Background: an optimization exercise with open tools, aiming at small area and a short achievable clock period. Do not read the settings as production practice.
Where RTL was checked, it was by simulation tests only, not by an equivalence proof against the original.
The clock port is modelled as an ideal driver; clocking choices that lean on that would not hold on a real chip.

==> build 7 <==
## prng
module prng (
    input logic [31:0] seed,
    output logic [31:0] rand_num,
    input logic clk,
    input logic rst
);
Settings: LEC_CHECK=0, CAP_MARGIN=20, CORE_MARGIN=2, CORE_UTILIZATION=60, SETUP_SLACK_MARGIN=2.5, SLEW_MARGIN=20, SYNTH_HIERARCHICAL=1; clock period 7.0 ns.
standard.sh (not shown) runs the stock make flow with config.mk's settings and CLKGATE_MAP_FILE= SYNTH_SCRIPT=/design/flow/synth_recipe.tcl, a recipe that flattens the netlist after the stock synthesis.
==> flow/flow/run.sh <==
#!/bin/bash
# Standard layout, but with the smallest buffer on each port.
cp standard.sh standard_copy.txt
export BUFFER_PORTS_ARGS="-buffer_cell sky130_fd_sc_hd__buf_1"
bash standard.sh > standard.log 2>&1
==> trial 18 (differences from build 7) <==
--- a/flow/config.mk
+++ b/flow/config.mk
@@ -10,3 +10,3 @@
 export CORE_UTILIZATION = 60
-export SETUP_SLACK_MARGIN = 2.5
+export SETUP_SLACK_MARGIN = 2.2
 export SLEW_MARGIN = 20
==> summary.txt <==
Between build 7 and trial 18, the lower via count is in trial 18 (gap about 12%, measured against trial 18).
Clock skew: trial 18 is higher than build 7 (0.0023 ns).
In build 7 the non-clock buffer count is higher than in trial 18, by 72.
Of trial 18 and build 7, build 7 has the higher fmax (gap 3.8%, measured against build 7).
In worst hold slack, trial 18 and build 7 hardly differ.
Flip-flop and latch count is the same in trial 18 and build 7.
In trial 18 the register-to-register slack is lower than in build 7, by 0.18 ns.
In synthesized cell count, trial 18 and build 7 do not differ.
==> figures <==
| quantity | build 7 | trial 18 |
|---|---|---|
| Result of the run | no timing/DRC/antenna violations | no timing/DRC/antenna violations |
| Multi-input gate share of the layout cell area | 0.609 | 0.660 |
| Number of global-route vias before repair | 3981 | 3889 |
| Layout Nets | 826 | 754 |
| Clock tree skew after final layout | 0.00661 ns | 0.00887 ns |
| Worst R2R End | state[29]$_DFF_P_ | state[18]$_DFF_P_ |
| Fraction of final layout cells with drive strength greater than 1 | 0.283 | 0.114 |
| Hold Slack | 0.332 ns | 0.332 ns |
| Met3 Track Usage GR | 0.0888 | 0.0875 |
| Post-Layout Cell Count | 758 | 686 |
| Max stage delay on crit path | 0.55 ns | 0.51 ns |
| Metal3 WL | 1510 um | 1330 um |
| Aggregate routed wire length | 15900 um | 14000 um |
| Global Route met2 Usage | 0.435 | 0.424 |
| Proportion of final cell area spent on non-clock buffers | 0.119 | 0.0515 |
| Final instance area | 0.00740 mm^2 | 0.00666 mm^2 |
| Total of cells resized after clock tree synthesis | 40 | 8 |

========
==> yarrow: inputs <==
Another version of the RTL of prng (not shown whole).
==> flow/design.v (excerpt) <==
module prng (
    input logic [31:0] seed,
    output logic [31:0] rand_num,
    input logic clk,
    input logic rst
);
Settings: LEC_CHECK=0, CAP_MARGIN=20, CORE_MARGIN=2, CORE_UTILIZATION=60, SETUP_SLACK_MARGIN=3.0, SLEW_MARGIN=20, SYNTH_HIERARCHICAL=1; clock period 7.0 ns.
==> flow/flow/run.sh <==
#!/bin/bash
# Standard layout with two changes: the smallest buffer on each port, and
# useful clock skew between registers after clock tree synthesis (skew.tcl).
export BUFFER_PORTS_ARGS="-buffer_cell sky130_fd_sc_hd__buf_1"
export POST_CTS_TCL="$PWD/flow/skew.tcl"
bash standard.sh > standard.log 2>&1
Other scripts of this flow, unchanged in this note and not shown: flow/flow/skew.py, flow/flow/skew.tcl
==> zinc: changes against yarrow <==
--- a/flow/flow/run.sh
+++ b/flow/flow/run.sh
@@ -5,2 +5,3 @@
 export POST_CTS_TCL="$PWD/flow/skew.tcl"
+export SKIP_CTS_REPAIR_TIMING=1
 bash standard.sh > standard.log 2>&1
==> comparison table <==
                                                                                   zinc                   yarrow
Outcome                                                            complete, no violations  complete, no violations
Register fraction of the total cell area                                             18.1%                    17.9%
Fillcell total                                                                         637                      621
Via count of the first global-routing pass                                           4,134                    4,477
Post-layout min period                                                             4080 ps                  4020 ps
Worst r2r dst                                                                    state[30]                state[25]
Wire length of the first global-routing pass                                       22.5 mm                  24.0 mm
CP bufs+invs                                                                             0                        4
Final setup slack of the worst path                                                2920 ps                  2980 ps
Sequential cell area                                                         0.00136 sq mm            0.00138 sq mm
Least-Margin Pin Slew                                                               564 ps                   564 ps
Proportion of cell area occupied by multi-input gates                                62.2%                    61.4%
Critical-path cell with the highest stage delay                      sky130_fd_sc_hd__fa_1    sky130_fd_sc_hd__fa_2
Met2 layer usage reported by global route                                            47.7%                    50.7%
Total via count after detailed routing                                               4,005                    4,136
Final standard cell count with taps included and fillers excluded                      756                      764
Clock Skews                                                                        1070 ps                  1070 ps
Total Routing Usage GR                                                               30.7%                    32.7%
Timing-limited maximum frequency                                                   245 MHz                  248 MHz
Area growth from synthesis to layout                                                 26.8%                    30.3%
Final non-filler cell area                                                   0.00752 sq mm            0.00772 sq mm
Fraction of layout cells with a size suffix above 1                                  29.4%                    34.2%
No run of this note included a check of the RTL's function; only the layout flow was run.

========
==> build 1: inputs <==
Another version of the RTL of prng (not shown whole).
Settings: LEC_CHECK=0, CAP_MARGIN=20, CORE_MARGIN=2, CORE_UTILIZATION=50, CTS_BUF_LIST=sky130_fd_sc_hd__clkbuf_4 sky130_fd_sc_hd__clkbuf_8, SETUP_SLACK_MARGIN=3.0, SLEW_MARGIN=20, SYNTH_HIERARCHICAL=1; clock period 7.0 ns.
==> flow/flow/run.sh <==
#!/bin/bash
# Standard layout with two changes: the smallest buffer on each port, and
# useful clock skew between registers after clock tree synthesis (skew.tcl).
export BUFFER_PORTS_ARGS="-buffer_cell sky130_fd_sc_hd__buf_1"
export POST_CTS_TCL="$PWD/flow/skew.tcl"
export SKIP_CTS_REPAIR_TIMING=1
bash standard.sh > standard.log 2>&1
==> flow/flow/skew.py <==
#!/usr/bin/env python3
"""Plan a later clock arrival for registers (useful skew).

usage: skew.py PATHS PERIOD

PATHS holds lines "kind from to slack" as skew.tcl writes them. A delay D[r]
(>= 0) on register r's clock changes a register-to-register path s->e by
D[s] - D[e]. The plan finds the smallest period T such that:
  setup   (PERIOD - slack) + D[s] - D[e] <= T      for register pairs
  hold    slack + D[s] - D[e] >= HOLD_MARGIN
  output  (PERIOD - slack) + D[s] <= T            (the skew may only hurt)
  input   (PERIOD - slack) <= T                   (no gain from the skew)
  D[r] <= DMAX
and prints, for each register that needs a delay, a chain of delay cells.
"""
import sys

DMAX = 1.2
HOLD_MARGIN = 0.2
LEVEL_COST = 0.15
# cells and the delay each adds in front of one register's clock pin (ns)
CELLS = [
    ('sky130_fd_sc_hd__clkbuf_1', 0.09, 3.75),
    ('sky130_fd_sc_hd__dlygate4sd1_1', 0.20, 8.76),
    ('sky130_fd_sc_hd__clkdlybuf4s50_1', 0.46, 10.01),
]

path_file, period = sys.argv[1], float(sys.argv[2])
setup, hold, outp, inp, inhold = {}, {}, {}, {}, {}
regs = set()
for line in open(path_file):
    f = line.split()
    if len(f) != 4:
        continue
    kind, s, e, sl = f[0], f[1], f[2], float(f[3])
    if kind == 'max':
        setup[(s, e)] = min(setup.get((s, e), 1e9), sl)
        regs.update((s, e))
    elif kind == 'min':
        hold[(s, e)] = min(hold.get((s, e), 1e9), sl)
        regs.update((s, e))
    elif kind == 'outmax':
        outp[s] = min(outp.get(s, 1e9), sl)
        regs.add(s)
    elif kind == 'inmax':
        inp[e] = min(inp.get(e, 1e9), sl)
        regs.add(e)
    elif kind == 'inmin':
        inhold[e] = min(inhold.get(e, 1e9), sl)
        regs.add(e)
regs = sorted(regs)
idx = {r: i + 1 for i, r in enumerate(regs)}


def solve(T):
    # difference constraints x[b] >= x[a] + w as edges (a, b, w); longest path
    edges = []
    for r in regs:
        ub = DMAX
        if r in inhold:
            ub = min(ub, max(0.0, inhold[r] - HOLD_MARGIN))
        if r in outp:
            ub = min(ub, T - (period - outp[r]))
        if ub < 0:
            return None
        edges.append((0, idx[r], 0.0))
        edges.append((idx[r], 0, -ub))
    for (s, e), sl in setup.items():
        d = period - sl
        if s == e:
            if d > T:
                return None
            continue
        edges.append((idx[s], idx[e], d - T))
    for (s, e), sl in hold.items():
        if s == e:
            continue
        # D[e] - D[s] <= sl - margin
        edges.append((idx[e], idx[s], -max(0.0, sl - HOLD_MARGIN)))
    for e, sl in inp.items():
        if period - sl > T:
            return None
    n = len(regs) + 1
    x = [0.0] + [-1e18] * (n - 1)
    for it in range(n + 1):
        changed = False
        for a, b, w in edges:
            if x[a] > -1e17 and x[a] + w > x[b] + 1e-9:
                x[b] = x[a] + w
                changed = True
        if not changed:
            return {r: x[idx[r]] for r in regs}
        if x[0] > 1e-9:
            return None
    return None


t0 = max([period - sl for sl in setup.values()] + [period - sl for sl in inp.values()]
         + [period - sl for sl in outp.values()])
lo, hi = 0.0, t0
if solve(hi) is None:
    print(f'# no skew plan (T0 {t0:.3f})')
    sys.exit(0)
for _ in range(40):
    m = (lo + hi) / 2
    if solve(m) is None:
        lo = m
    else:
        hi = m
T = hi
D = solve(T)
print(f'# period without skew {t0:.3f}, with skew {T:.3f}')


CELL_D = {c[0]: c[1] for c in CELLS}


def chain(delta):
    # fewest-area chain of cells whose delay is closest to delta
    best = None
    for a in range(0, 4):
        for b in range(0, 4):
            for c in range(0, 4):
                if a + b + c == 0 or a + b + c > 4:
                    continue
                n = (a, b, c)
                d = sum(k * cell[1] for k, cell in zip(n, CELLS))
                area = sum(k * cell[2] for k, cell in zip(n, CELLS))
                cost = abs(d - delta) + 0.004 * area
                if best is None or cost < best[0]:
                    best = (cost, n)
    out = []
    for k, cell in zip(best[1], CELLS):
        out += [cell[0]] * k
    return out


# Shared delays: the registers are put on a few levels; level k is reached
# through a cascade of delay stages, each stage driving the registers of its
# level and the next stage.
need = sorted((D[r], r) for r in regs if D[r] >= 0.06)
if not need:
    sys.exit(0)
vals = [v for v, _ in need]


def levels_for(k):
    # 1-D k-means on the wanted delays
    cent = [vals[int((i + 0.5) * len(vals) / k)] for i in range(k)]
    for _ in range(50):
        groups = [[] for _ in cent]
        for v in vals:
            groups[min(range(k), key=lambda i: abs(v - cent[i]))].append(v)
        cent = [sum(g) / len(g) if g else c for g, c in zip(groups, cent)]
    err = sum(min(abs(v - c) for c in cent) for v in vals)
    return sorted(cent), err


best = None
for k in range(1, 7):
    cent, err = levels_for(k)
    cost = err + LEVEL_COST * k
    if best is None or cost < best[0]:
        best = (cost, cent)
cent = best[1]
prev = 0.0
real = 0.0
lev_of = {r: min(range(len(cent)), key=lambda i: abs(v - cent[i])) + 1 for v, r in need}
for k, c in enumerate(cent, 1):
    # each stage ends in a stronger buffer that drives its registers and the
    # next stage
    nload = sum(1 for r in lev_of if lev_of[r] == k) + (1 if k < len(cent) else 0)
    driver = ('sky130_fd_sc_hd__clkbuf_8', 0.12) if nload > 3 else ('sky130_fd_sc_hd__clkbuf_4', 0.12)
    rest = c - real - driver[1]
    cells = chain(rest) if rest > 0.05 else []
    cells.append(driver[0])
    real += sum(CELL_D.get(x, driver[1]) for x in cells)
    print('stage', k, f'{c:.3f}', ' '.join(cells))
for v, r in need:
    print('level', r, lev_of[r], f'{v:.3f}')
Other scripts of this flow, unchanged in this note and not shown: flow/flow/skew.tcl
==> trial 23 (differences from build 1) <==
--- a/flow/design.v
+++ b/flow/design.v
@@ -140,46 +140,46 @@
     wire s61; wire c61;
     fa u61 (.a(s59), .b(c54), .c(s60), .s(s61), .co(c61));
     wire s62; wire c62;
     fa u62 (.a(x[13]), .b(x[8]), .c(x[6]), .s(s62), .co(c62));
     wire s63; wire c63;
     fa u63 (.a(xn[11]), .b(xn[3]), .c(x[1]), .s(s63), .co(c63));
     wire s64; wire c64;
-    fa u64 (.a(xn[16]), .b(xn[18]), .c(c55), .s(s64), .co(c64));
+    fa u64 (.a(xn[16]), .b(xn[18]), .c(x[20]), .s(s64), .co(c64));
     wire s65; wire c65;
-    fa u65 (.a(c56), .b(x[20]), .c(s62), .s(s65), .co(c65));
+    fa u65 (.a(c55), .b(c56), .c(s62), .s(s65), .co(c65));
     wire s66; wire c66;
-    fa u66 (.a(s63), .b(c57), .c(c58), .s(s66), .co(c66));
+    fa u66 (.a(s63), .b(c57), .c(s64), .s(s66), .co(c66));
     wire s67; wire c67;
-    fa u67 (.a(s64), .b(s65), .c(c59), .s(s67), .co(c67));
+    fa u67 (.a(c58), .b(s65), .c(c59), .s(s67), .co(c67));
     wire s68; wire c68;
     fa u68 (.a(s66), .b(s67), .c(c60), .s(s68), .co(c68));
     wire s69; wire c69;
     fa u69 (.a(x[14]), .b(x[9]), .c(x[7]), .s(s69), .co(c69));
     wire s70; wire c70;
     fa u70 (.a(xn[12]), .b(xn[4]), .c(x[2]), .s(s70), .co(c70));
     wire s71; wire c71;
     fa u71 (.a(xn[17]), .b(xn[19]), .c(c62), .s(s71), .co(c71));
     wire s72; wire c72;
-    fa u72 (.a(c63), .b(s69), .c(s70), .s(s72), .co(c72));
+    fa u72 (.a(c63), .b(x[21]), .c(s69), .s(s72), .co(c72));
     wire s73; wire c73;
-    fa u73 (.a(x[21]), .b(c64), .c(c65), .s(s73), .co(c73));
+    fa u73 (.a(s70), .b(c64), .c(c65), .s(s73), .co(c73));
     wire s74; wire c74;
     fa u74 (.a(s71), .b(s72), .c(c66), .s(s74), .co(c74));
     wire s75; wire c75;
     fa u75 (.a(s73), .b(c67), .c(s74), .s(s75), .co(c75));
     wire s76; wire c76;
     assign s76 = 1'b1 ^ x[15] ^ x[10];
     assign c76 = (1'b1 & x[15]) | (1'b1 & x[10]) | (x[15] & x[10]);
     wire s77; wire c77;
     fa u77 (.a(xn[13]), .b(xn[5]), .c(xn[0]), .s(s77), .co(c77));
     wire s78; wire c78;
     fa u78 (.a(x[8]), .b(x[3]), .c(xn[18]), .s(s78), .co(c78));
     wire s79; wire c79;
-    fa u79 (.a(c69), .b(c70), .c(xn[20]), .s(s79), .co(c79));
+    fa u79 (.a(xn[20]), .b(c69), .c(c70), .s(s79), .co(c79));
     wire s80; wire c80;
     fa u80 (.a(s76), .b(s77), .c(x[22]), .s(s80), .co(c80));
     wire s81; wire c81;
     fa u81 (.a(s78), .b(c71), .c(c72), .s(s81), .co(c81));
     wire s82; wire c82;
     fa u82 (.a(s79), .b(s80), .c(c73), .s(s82), .co(c82));
     wire s83; wire c83;
@@ -187,21 +187,21 @@
     wire s84; wire c84;
     fa u84 (.a(xn[14]), .b(xn[6]), .c(xn[1]), .s(s84), .co(c84));
     wire s85; wire c85;
     fa u85 (.a(x[11]), .b(x[9]), .c(x[4]), .s(s85), .co(c85));
     wire s86; wire c86;
     fa u86 (.a(x[16]), .b(c76), .c(c77), .s(s86), .co(c86));
     wire s87; wire c87;
-    fa u87 (.a(xn[19]), .b(s84), .c(s85), .s(s87), .co(c87));
+    fa u87 (.a(xn[19]), .b(xn[21]), .c(s84), .s(s87), .co(c87));
     wire s88; wire c88;
-    fa u88 (.a(xn[21]), .b(c78), .c(x[23]), .s(s88), .co(c88));
+    fa u88 (.a(s85), .b(x[23]), .c(c78), .s(s88), .co(c88));
     wire s89; wire c89;
-    fa u89 (.a(c79), .b(s86), .c(s87), .s(s89), .co(c89));
+    fa u89 (.a(c79), .b(s86), .c(c80), .s(s89), .co(c89));
     wire s90; wire c90;
-    fa u90 (.a(c80), .b(s88), .c(c81), .s(s90), .co(c90));
+    fa u90 (.a(s87), .b(s88), .c(c81), .s(s90), .co(c90));
     wire s91; wire c91;
     fa u91 (.a(s89), .b(c82), .c(s90), .s(s91), .co(c91));
     wire s92; wire c92;
     fa u92 (.a(xn[15]), .b(xn[7]), .c(xn[2]), .s(s92), .co(c92));
     wire s93; wire c93;
     fa u93 (.a(x[12]), .b(x[10]), .c(x[5]), .s(s93), .co(c93));
     wire s94; wire c94;
@@ -221,35 +221,35 @@
     wire s101; wire c101;
     fa u101 (.a(xn[8]), .b(xn[3]), .c(x[0]), .s(s101), .co(c101));
     wire s102; wire c102;
     fa u102 (.a(xn[16]), .b(c92), .c(c93), .s(s102), .co(c102));
     wire s103; wire c103;
     fa u103 (.a(x[18]), .b(s100), .c(s101), .s(s103), .co(c103));
     wire s104; wire c104;
-    fa u104 (.a(xn[21]), .b(xn[23]), .c(c94), .s(s104), .co(c104));
+    fa u104 (.a(xn[21]), .b(xn[23]), .c(x[25]), .s(s104), .co(c104));
     wire s105; wire c105;
-    fa u105 (.a(x[25]), .b(c95), .c(s102), .s(s105), .co(c105));
+    fa u105 (.a(c94), .b(c95), .c(s102), .s(s105), .co(c105));
     wire s106; wire c106;
     fa u106 (.a(s103), .b(c96), .c(s104), .s(s106), .co(c106));
     wire s107; wire c107;
-    fa u107 (.a(c97), .b(s105), .c(c98), .s(s107), .co(c107));
+    fa u107 (.a(c97), .b(s105), .c(s106), .s(s107), .co(c107));
     wire s108; wire c108;
-    fa u108 (.a(s106), .b(c99), .c(s107), .s(s108), .co(c108));
+    fa u108 (.a(c98), .b(s107), .c(c99), .s(s108), .co(c108));
     wire s109; wire c109;
     fa u109 (.a(x[14]), .b(x[12]), .c(x[7]), .s(s109), .co(c109));
     wire s110; wire c110;
     fa u110 (.a(xn[9]), .b(xn[4]), .c(x[1]), .s(s110), .co(c110));
     wire s111; wire c111;
     fa u111 (.a(xn[17]), .b(c100), .c(c101), .s(s111), .co(c111));
     wire s112; wire c112;
     fa u112 (.a(x[19]), .b(s109), .c(s110), .s(s112), .co(c112));
     wire s113; wire c113;
     fa u113 (.a(xn[22]), .b(xn[24]), .c(c102), .s(s113), .co(c113));
     wire s114; wire c114;
-    fa u114 (.a(c103), .b(s111), .c(x[26]), .s(s114), .co(c114));
+    fa u114 (.a(x[26]), .b(c103), .c(s111), .s(s114), .co(c114));
     wire s115; wire c115;
     fa u115 (.a(s112), .b(c104), .c(c105), .s(s115), .co(c115));
     wire s116; wire c116;
     fa u116 (.a(s113), .b(s114), .c(c106), .s(s116), .co(c116));
     wire s117; wire c117;
     fa u117 (.a(s115), .b(c107), .c(s116), .s(s117), .co(c117));
     wire s118; wire c118;
@@ -257,73 +257,73 @@
     wire s119; wire c119;
     fa u119 (.a(xn[10]), .b(xn[5]), .c(x[2]), .s(s119), .co(c119));
     wire s120; wire c120;
     fa u120 (.a(xn[18]), .b(c109), .c(c110), .s(s120), .co(c120));
     wire s121; wire c121;
     fa u121 (.a(x[20]), .b(s118), .c(s119), .s(s121), .co(c121));
     wire s122; wire c122;
-    fa u122 (.a(xn[23]), .b(c111), .c(xn[25]), .s(s122), .co(c122));
+    fa u122 (.a(xn[23]), .b(xn[25]), .c(c111), .s(s122), .co(c122));
     wire s123; wire c123;
-    fa u123 (.a(c112), .b(s120), .c(s121), .s(s123), .co(c123));
+    fa u123 (.a(c112), .b(s120), .c(x[27]), .s(s123), .co(c123));
     wire s124; wire c124;
-    fa u124 (.a(x[27]), .b(c113), .c(s122), .s(s124), .co(c124));
+    fa u124 (.a(s121), .b(c113), .c(c114), .s(s124), .co(c124));
     wire s125; wire c125;
-    fa u125 (.a(c114), .b(s123), .c(c115), .s(s125), .co(c125));
+    fa u125 (.a(s122), .b(s123), .c(c115), .s(s125), .co(c125));
     wire s126; wire c126;
     fa u126 (.a(s124), .b(c116), .c(s125), .s(s126), .co(c126));
     wire s127; wire c127;
     fa u127 (.a(x[14]), .b(x[9]), .c(x[3]), .s(s127), .co(c127));
     wire s128; wire c128;
     fa u128 (.a(xn[11]), .b(xn[6]), .c(x[16]), .s(s128), .co(c128));
     wire s129; wire c129;
     fa u129 (.a(xn[19]), .b(c118), .c(c119), .s(s129), .co(c129));
     wire s130; wire c130;
-    fa u130 (.a(s127), .b(x[21]), .c(s128), .s(s130), .co(c130));
+    fa u130 (.a(x[21]), .b(s127), .c(s128), .s(s130), .co(c130));
     wire s131; wire c131;
-    fa u131 (.a(xn[24]), .b(c120), .c(c121), .s(s131), .co(c131));
+    fa u131 (.a(xn[24]), .b(c120), .c(xn[26]), .s(s131), .co(c131));
     wire s132; wire c132;
-    fa u132 (.a(s129), .b(xn[26]), .c(s130), .s(s132), .co(c132));
+    fa u132 (.a(c121), .b(s129), .c(x[28]), .s(s132), .co(c132));
     wire s133; wire c133;
-    fa u133 (.a(x[28]), .b(c122), .c(c123), .s(s133), .co(c133));
+    fa u133 (.a(s130), .b(c122), .c(s131), .s(s133), .co(c133));
     wire s134; wire c134;
-    fa u134 (.a(s131), .b(s132), .c(c124), .s(s134), .co(c134));
+    fa u134 (.a(c123), .b(s132), .c(c124), .s(s134), .co(c134));
     wire s135; wire c135;
     fa u135 (.a(s133), .b(c125), .c(s134), .s(s135), .co(c135));
     wire s136; wire c136;
     fa u136 (.a(x[15]), .b(x[10]), .c(x[4]), .s(s136), .co(c136));
     wire s137; wire c137;
     fa u137 (.a(xn[12]), .b(xn[7]), .c(x[17]), .s(s137), .co(c137));
     wire s138; wire c138;
-    fa u138 (.a(c127), .b(xn[20]), .c(s136), .s(s138), .co(c138));
+    fa u138 (.a(xn[20]), .b(c127), .c(s136), .s(s138), .co(c138));
     wire s139; wire c139;
     fa u139 (.a(c128), .b(x[22]), .c(s137), .s(s139), .co(c139));
     wire s140; wire c140;
-    fa u140 (.a(c129), .b(xn[25]), .c(s138), .s(s140), .co(c140));
+    fa u140 (.a(xn[25]), .b(c129), .c(xn[27]), .s(s140), .co(c140));
     wire s141; wire c141;
-    fa u141 (.a(c130), .b(xn[27]), .c(s139), .s(s141), .co(c141));
+    fa u141 (.a(s138), .b(c130), .c(x[29]), .s(s141), .co(c141));
     wire s142; wire c142;
-    fa u142 (.a(x[29]), .b(c131), .c(s140), .s(s142), .co(c142));
+    fa u142 (.a(s139), .b(c131), .c(s140), .s(s142), .co(c142));
     wire s143; wire c143;
     fa u143 (.a(c132), .b(s141), .c(c133), .s(s143), .co(c143));
     wire s144; wire c144;
     fa u144 (.a(s142), .b(c134), .c(s143), .s(s144), .co(c144));
     wire s145;
     assign s145 = x[11] ^ x[5] ^ x[0];
     wire s146;
     assign s146 = xn[13] ^ xn[8] ^ x[16];
     wire s147;
-    assign s147 = x[18] ^ c136 ^ s145;
+    assign s147 = x[18] ^ c136 ^ xn[21];
     wire s148;
-    assign s148 = xn[21] ^ s146 ^ c137;
+    assign s148 = s145 ^ s146 ^ c137;
     wire s149;
-    assign s149 = x[23] ^ c138 ^ xn[26];
+    assign s149 = x[23] ^ xn[26] ^ c138;
     wire s150;
-    assign s150 = s147 ^ c139 ^ s148;
+    assign s150 = s147 ^ xn[28] ^ c139;
     wire s151;
-    assign s151 = xn[28] ^ x[30] ^ c140;
+    assign s151 = s148 ^ x[30] ^ c140;
     wire s152;
     assign s152 = s149 ^ c141 ^ s150;
     wire s153;
     assign s153 = c142 ^ s151 ^ s152;
     wire s154;
     assign s154 = c143 ^ s153 ^ c144;
     wire [30:0] ra, rb;
@@ -455,17 +455,17 @@
     wire pp40 = p0[19] & pp39;
     wire gg41 = gg40 | (pp40 & gg29);
     wire gg42 = g0[20] | (p0[20] & g0[19]);
     wire pp42 = p0[20] & p0[19];
     wire gg43 = gg42 | (pp42 & gg38);
     wire gg44 = g0[21] | (p0[21] & g0[20]);
     wire pp44 = p0[21] & p0[20];
-    wire gg45 = gg44 | (pp44 & gg40);
-    wire pp45 = pp44 & pp40;
-    wire gg46 = gg45 | (pp45 & gg29);
+    wire gg45 = gg44 | (pp44 & g0[19]);
+    wire pp45 = pp44 & p0[19];
+    wire gg46 = gg45 | (pp45 & gg38);
     wire gg47 = g0[22] | (p0[22] & g0[21]);
     wire pp47 = p0[22] & p0[21];
     wire gg48 = gg47 | (pp47 & gg42);
     wire pp48 = pp47 & pp42;
     wire gg49 = gg48 | (pp48 & gg38);
     wire gg50 = g0[23] | (p0[23] & g0[22]);
     wire pp50 = p0[23] & p0[22];
==> flow/flow/run.sh (replaced) <==
#!/bin/bash
# Standard layout with two changes: the smallest buffer on each port, and
# useful clock skew between registers after clock tree synthesis (skew.tcl).
# Clock tree synthesis adds no dummy loads.
export BUFFER_PORTS_ARGS="-buffer_cell sky130_fd_sc_hd__buf_1"
export POST_CTS_TCL="$PWD/flow/skew.tcl"
export SKIP_CTS_REPAIR_TIMING=1
# clock tree: no dummy loads for balancing (the skew step sets the arrivals)
export CTS_ARGS="-sink_clustering_enable -repair_clock_nets -dont_use_dummy_load -buf_list {sky130_fd_sc_hd__clkbuf_4 sky130_fd_sc_hd__clkbuf_8}"
bash standard.sh > standard.log 2>&1
--- a/flow/flow/skew.py
+++ b/flow/flow/skew.py
@@ -11,16 +11,16 @@
   output  (PERIOD - slack) + D[s] <= T            (the skew may only hurt)
   input   (PERIOD - slack) <= T                   (no gain from the skew)
   D[r] <= DMAX
 and prints, for each register that needs a delay, a chain of delay cells.
 """
 import sys
 
-DMAX = 1.2
-HOLD_MARGIN = 0.2
+DMAX = 1.5
+HOLD_MARGIN = 0.0
 LEVEL_COST = 0.15
 # cells and the delay each adds in front of one register's clock pin (ns)
 CELLS = [
     ('sky130_fd_sc_hd__clkbuf_1', 0.09, 3.75),
     ('sky130_fd_sc_hd__dlygate4sd1_1', 0.20, 8.76),
     ('sky130_fd_sc_hd__clkdlybuf4s50_1', 0.46, 10.01),
 ]
--- a/flow/config.mk
+++ b/flow/config.mk
@@ -5,10 +5,11 @@
 export SDC_FILE = /design/flow/constraint.sdc
 export NUM_CORES = 4
 export LEC_CHECK = 0
 export CAP_MARGIN = 20
 export CORE_MARGIN = 2
 export CORE_UTILIZATION = 50
 export CTS_BUF_LIST = sky130_fd_sc_hd__clkbuf_4 sky130_fd_sc_hd__clkbuf_8
-export SETUP_SLACK_MARGIN = 3.0
+export HOLD_SLACK_MARGIN = 0.1
+export SETUP_SLACK_MARGIN = 3.3
 export SLEW_MARGIN = 20
 export SYNTH_HIERARCHICAL = 1
==> notes <==
Of build 1 and trial 23, build 1 has the higher synthesized cell count (gap 4.9%, measured against trial 23). Global-route usage: build 1 is higher than trial 23 (3.3 points). Of trial 23 and build 1, build 1 has the higher design area (gap 0.25%, measured against build 1). Between build 1 and trial 23, the lower cell count is in trial 23 (gap 0.55%, measured against trial 23). Between build 1 and trial 23, the lower synthesized area is in trial 23 (gap 3.3%, measured against trial 23). Flip-flop and latch count is the same in trial 23 and build 1. Fmax: build 1 is smaller than trial 23 (about 6.4%). In trial 23 the worst setup slack is better than in build 1, by 0.25 ns.
Function was not checked in any run of this note: the RTL went through the layout flow alone.

-- re-timing with driven ports --
The flow's constraints put no driver on any port. The routed layouts listed below were extracted and timed again, unchanged, in two steps. Step 1, drivers: a clkbuf_16 drives clk and a buf_2 each remaining input, both assumed. Step 2, shift: input delay + t, output delay - t, t = (earliest + latest rising clock arrival at the registers) / 2. This alone moves slack from input paths to output paths. Slacks: no drivers / after step 1 / after step 2; pairs: no drivers / after step 1.
run | shift t [ns] | setup WS [ns] | worst setup path at the end | latest minus earliest clock arrival (ns)
build 7 | 0.399 | 2.564 / 2.564 / 2.564 | register to register | 0.007 / 0.007
trial 18 | 0.393 | 2.386 / 2.386 / 2.386 | register to register | 0.009 / 0.009
yarrow | 0.946 | 2.975 / 2.975 / 2.975 | register to register | 1.073 / 1.073
zinc | 0.943 | 2.924 / 2.924 / 2.924 | register to register | 1.068 / 1.069
build 1 | 1.013 | 3.153 / 3.153 / 3.153 | register to register | 1.252 / 1.252
trial 23 | 1.020 | 3.400 / 3.400 / 3.400 | register to register | 1.300 / 1.300
In yarrow, zinc, build 1 and trial 23 the clock reaches the registers at very different times; t lies between them, and the last value is a rough guide only.
